This is an optimization exercise on Yosys and OpenROAD, whose aim is small area, a short achievable clock period and few clock cycles per item, not a production implementation. At most, simulation tests tie the RTL to the original design; equivalence was not proved. Power is estimated from default activity; no workload was simulated.

// MD5
module MD5(
    input wire clk,
    input wire reset_n,
    input wire cs,
    input wire we,
    input wire [7:0] address,
    input wire [31:0] write_data,
    output wire [31:0] read_data
);
For scale: about 5600 cells after synthesis, ~800 flip-flops, about 76 I/O pins, roughly 47000 sq um of cells after synthesis.
Settings: LEC_CHECK=0, ABC_AREA=1, CAP_MARGIN=20, CORE_MARGIN=2, CORE_UTILIZATION=45, CTS_CLUSTER_DIAMETER=220, CTS_CLUSTER_SIZE=18, SETUP_SLACK_MARGIN=3.8, SLEW_MARGIN=20, SYNTH_HIERARCHICAL=1; clock period 9.0 ns.
run.sh (not shown) runs the stock make flow with config.mk's settings and CLKGATE_MAP_FILE= SYNTH_SCRIPT=/design/flow/synth_recipe.tcl, a recipe that flattens the netlist after the stock synthesis.
The baseline went through all stages and came out clean.
Testbench counts at the start, summed over its fixed seeds: cycles 13,695, blocks 192.
Change:
==> flow/flow/run.sh (new file) <==
#!/bin/bash
# The standard layout (the standard.sh), with one change to synthesis: Yosys does not map
# adders to the library's full/half-adder cells (ADDER_MAP_FILE is empty), so ABC maps the
# adders' logic together with the rest. Registers are mapped exactly as in the standard synthesis.
# make's full output goes to flow_make.log; ORFS keeps each step's log under orfs/logs/.
set -euo pipefail
bash standard.sh ADDER_MAP_FILE= finish > flow_make.log 2>&1
==> flow/standard.sh (new file) <==
#!/bin/bash
# synth_recipe.tcl (not shown) runs the flow's synth.tcl, then flattens the netlist and writes it again
# the make line also repeats each setting of config.mk as NAME=value (left out here)
make -C /OpenROAD-flow-scripts/flow DESIGN_CONFIG=/design/flow/config.mk WORK_HOME=/design/flow/orfs CLKGATE_MAP_FILE= SYNTH_SCRIPT=/design/flow/synth_recipe.tcl "${@:-finish}"
Settings changed: SETUP_SLACK_MARGIN 3.8 to 3.9.
removed: flow/run.sh
Outcome: Sequential power falls by about 3%. Die area increases by 3.2%. Via count increases by 4.4%. Global-route usage hardly moves. Wire length rose by 2.8%. Register-to-register slack improved by 570 ps. Clock power hardly moves. Count of clock-buffer cells in the layout shrinks by 2. Worst setup slack is better by 430 ps. Sequential share of layout area rises by 2.3 points. Power falls by 17%.

========
Another version of the RTL of MD5 (not shown whole).
Size: about 6,600 cells after synthesis, about 810 flip-flops, roughly 76 I/O pins, about 49,000 sq um of cells after synthesis.
clock: 9.0 ns
lec_check: 0
abc_area: 1
cap_margin: 20
core_margin: 2
core_utilization: 40
setup_slack_margin: 4.3
slew_margin: 20
synth_hierarchical: 1
standard.sh (not shown) runs the stock make flow with config.mk's settings and CLKGATE_MAP_FILE= SYNTH_SCRIPT=/design/flow/synth_recipe.tcl, a recipe that flattens the netlist after the stock synthesis.
==> flow/flow/run.sh <==
#!/bin/bash
# The standard layout (the standard.sh), with one change to synthesis: Yosys does not map
# adders to the library's full/half-adder cells (ADDER_MAP_FILE is empty), so ABC maps the
# adders' logic together with the rest. Registers are mapped exactly as in the standard synthesis.
# make's full output goes to flow_make.log; ORFS keeps each step's log under orfs/logs/.
set -euo pipefail
bash standard.sh ADDER_MAP_FILE= finish > flow_make.log 2>&1
Then changed:
--- a/flow/config.mk
+++ b/flow/config.mk
@@ -12 +12 @@
-export SETUP_SLACK_MARGIN = 4.3
+export SETUP_SLACK_MARGIN = 4.0
=>
- synthesized cell count does not change
- core utilization fell by 3.4 points
- cell count fell slightly
- wire length fell by a few percent
- power fell by a few percent
- clock-buffer cell count stays the same
- register-to-register slack is worse by 0.14 ns
- clock skew stays flat
- setup slack is worse by 0.13 ns
- die area does not change
No run of this note included a check of the RTL's function; only the layout flow was run.

========
Another version of the RTL of MD5 (not shown whole).
Size: roughly 6500 cells after synthesis, ~76 I/O pins, ~0.048 sq mm of cells after synthesis.
export LEC_CHECK = 0
export ABC_AREA = 1
export CAP_MARGIN = 20
export CORE_MARGIN = 2
export CORE_UTILIZATION = 40
export CTS_CLUSTER_DIAMETER = 250
export CTS_CLUSTER_SIZE = 16
export SETUP_SLACK_MARGIN = 4.0
export SLEW_MARGIN = 20
export SYNTH_HIERARCHICAL = 1
create_clock -name core_clock -period 9.0 [get_ports {clk}]
Scripts as last shown in full above: flow/flow/run.sh
The baseline ran to the end with no violations.
Testbench counts at the start, summed over its fixed seeds: cycles 13,695, blocks 192.
Change:
==> flow/flow/run.sh (replaced) <==
#!/bin/bash
# The standard layout (the standard.sh) with two changes to synthesis:
# - Yosys does not map adders to the library's full/half-adder cells
#   (ADDER_MAP_FILE is empty), so ABC maps the adders' logic with the rest;
# - flow/synth.tcl runs synth_recipe.tcl with ABC mapping MD5_core with
#   flow/core_abc.script.
# Registers are mapped exactly as in the standard synthesis.
# make's full output goes to flow_make.log; ORFS keeps each step's log under orfs/logs/.
set -euo pipefail
bash standard.sh ADDER_MAP_FILE= SYNTH_SCRIPT="$PWD/flow/synth.tcl" finish > flow_make.log 2>&1
==> flow/flow/core_abc.script (new file) <==
strash
dc2
dch
map -B 0.9
topo
stime -c
buffer -c
upsize -c
dnsize -c
==> flow/flow/synth.tcl (new file) <==
# The standard flow's synthesis (synth_recipe.tcl, run unchanged), with one change: ABC maps
# the module MD5_core with the script core_abc.script (logic rewriting for area
# with dc2 before the mapping of ORFS's area script). Every other module is
# mapped with the script that the flow settings choose. ABC maps only
# combinational logic; registers are mapped by synth.tcl as in the standard
# synthesis.
set flow_dir [file dirname [file normalize [info script]]]
proc abc {args} {
  global flow_dir
  set i [lsearch -exact $args -script]
  set core [lreplace $args [expr {$i + 1}] [expr {$i + 1}] $flow_dir/core_abc.script]
  yosys abc {*}$core MD5_core
  yosys abc {*}$args * MD5_core %d
}
source [file dirname $flow_dir]/synth_recipe.tcl
Setup slack got worse by 1.9 ns.
Utilization goes up by 4.5 points.
Cell area goes up by 0.96%.
Change:
==> flow/flow/run.sh (replaced) <==
#!/bin/bash
# The standard layout (the standard.sh), with one change to synthesis: Yosys does not map
# adders to the library's full/half-adder cells (ADDER_MAP_FILE is empty), so ABC maps the
# adders' logic together with the rest. Registers are mapped exactly as in the standard synthesis.
# make's full output goes to flow_make.log; ORFS keeps each step's log under orfs/logs/.
set -euo pipefail
bash standard.sh ADDER_MAP_FILE= finish > flow_make.log 2>&1
- CTS_CLUSTER_DIAMETER: 250 -> not set
- CTS_CLUSTER_SIZE: 16 -> not set
- PLACE_DENSITY: not set -> 0.72
removed: flow/flow/core_abc.script
removed: flow/flow/synth.tcl
Die area grows by 8.8%.
Total power rose by 9.8%.
Via count climbs by 12%.
Cell count goes up by 12%.
Routed wire length increases by 8.9%.
Sequential power stays flat.
Design area went up by 0.64%.
Worst setup slack gets better by 2.0 ns.
Count of clock-buffer cells in the layout rose by 24.
Utilization fell by 3.7 points.
Clock skew goes down by 0.042 ns.
Change:
- CAP_MARGIN: 20 -> 8
- PLACE_DENSITY: 0.72 -> not set
- SLEW_MARGIN: 20 -> 8
What happened: Total power rose by about 1.2%; critical path depth rose by 1; final area rose by about 0.6%.
Change:
- CAP_MARGIN: 8 -> 20
- CTS_CLUSTER_DIAMETER: not set -> 250
- CTS_CLUSTER_SIZE: not set -> 16
- SETUP_SLACK_MARGIN: 4.0 -> 4.1
- SLEW_MARGIN: 8 -> 20
Effect:
- maximum frequency goes up by 1.8%
- design area goes down by 1.0%
- worst setup slack gains 0.088 ns
- critical path depth goes up by 2
- routed wire length hardly moves

-- separate check: timing with driven ports --
No port has a modelled driver above. Below, the same layouts with a new extraction and two added sets of constraints.
Step 1: set_driving_cell puts a clkbuf_16 on clk and a buf_2 on each other input, an assumption about the parent block.
Step 2, shift: input delay + t, output delay - t, t = (earliest + latest rising clock arrival at the registers) / 2. This alone moves slack from input paths to output paths.
Slacks: ideal ports / drivers / drivers and shift; pairs: ideal ports / drivers.
run	shift t [ns]	slack for setup (ns)	worst setup path after step 2	slew at the worst register clock pin (ns)	worst data-port slew with drivers (ns)
the first run of note 1	0.750	3.519 / 3.519 / 3.289	input to register	0.11 / 0.11	0.10
the second run of note 1	0.748	3.946 / 3.927 / 3.400	input to register	0.11 / 0.11	0.12
the first run of note 2	0.781	4.141 / 4.095 / 3.671	input to register	0.07 / 0.07	0.18
the second run of note 2	0.780	4.008 / 3.986 / 3.489	input to register	0.07 / 0.07	0.18
the first run of note 3	0.768	4.047 / 4.013 / 3.526	input to register	0.12 / 0.12	0.16
the second run of note 3	0.754	2.098 / 2.098 / 1.735	input to register	0.10 / 0.10	0.12
the third run of note 3	0.782	4.050 / 4.025 / 3.370	input to register	0.07 / 0.07	0.25
the fourth run of note 3	0.748	4.070 / 4.037 / 3.502	input to register	0.07 / 0.07	0.16
the fifth run of note 3	0.770	4.158 / 4.118 / 3.544	input to register	0.12 / 0.12	0.16
After both steps every run listed still meets setup and hold. The setup slack of the third run of note 3, which loses most, moves by -0.025 ns with the drivers and by -0.680 ns with both steps.
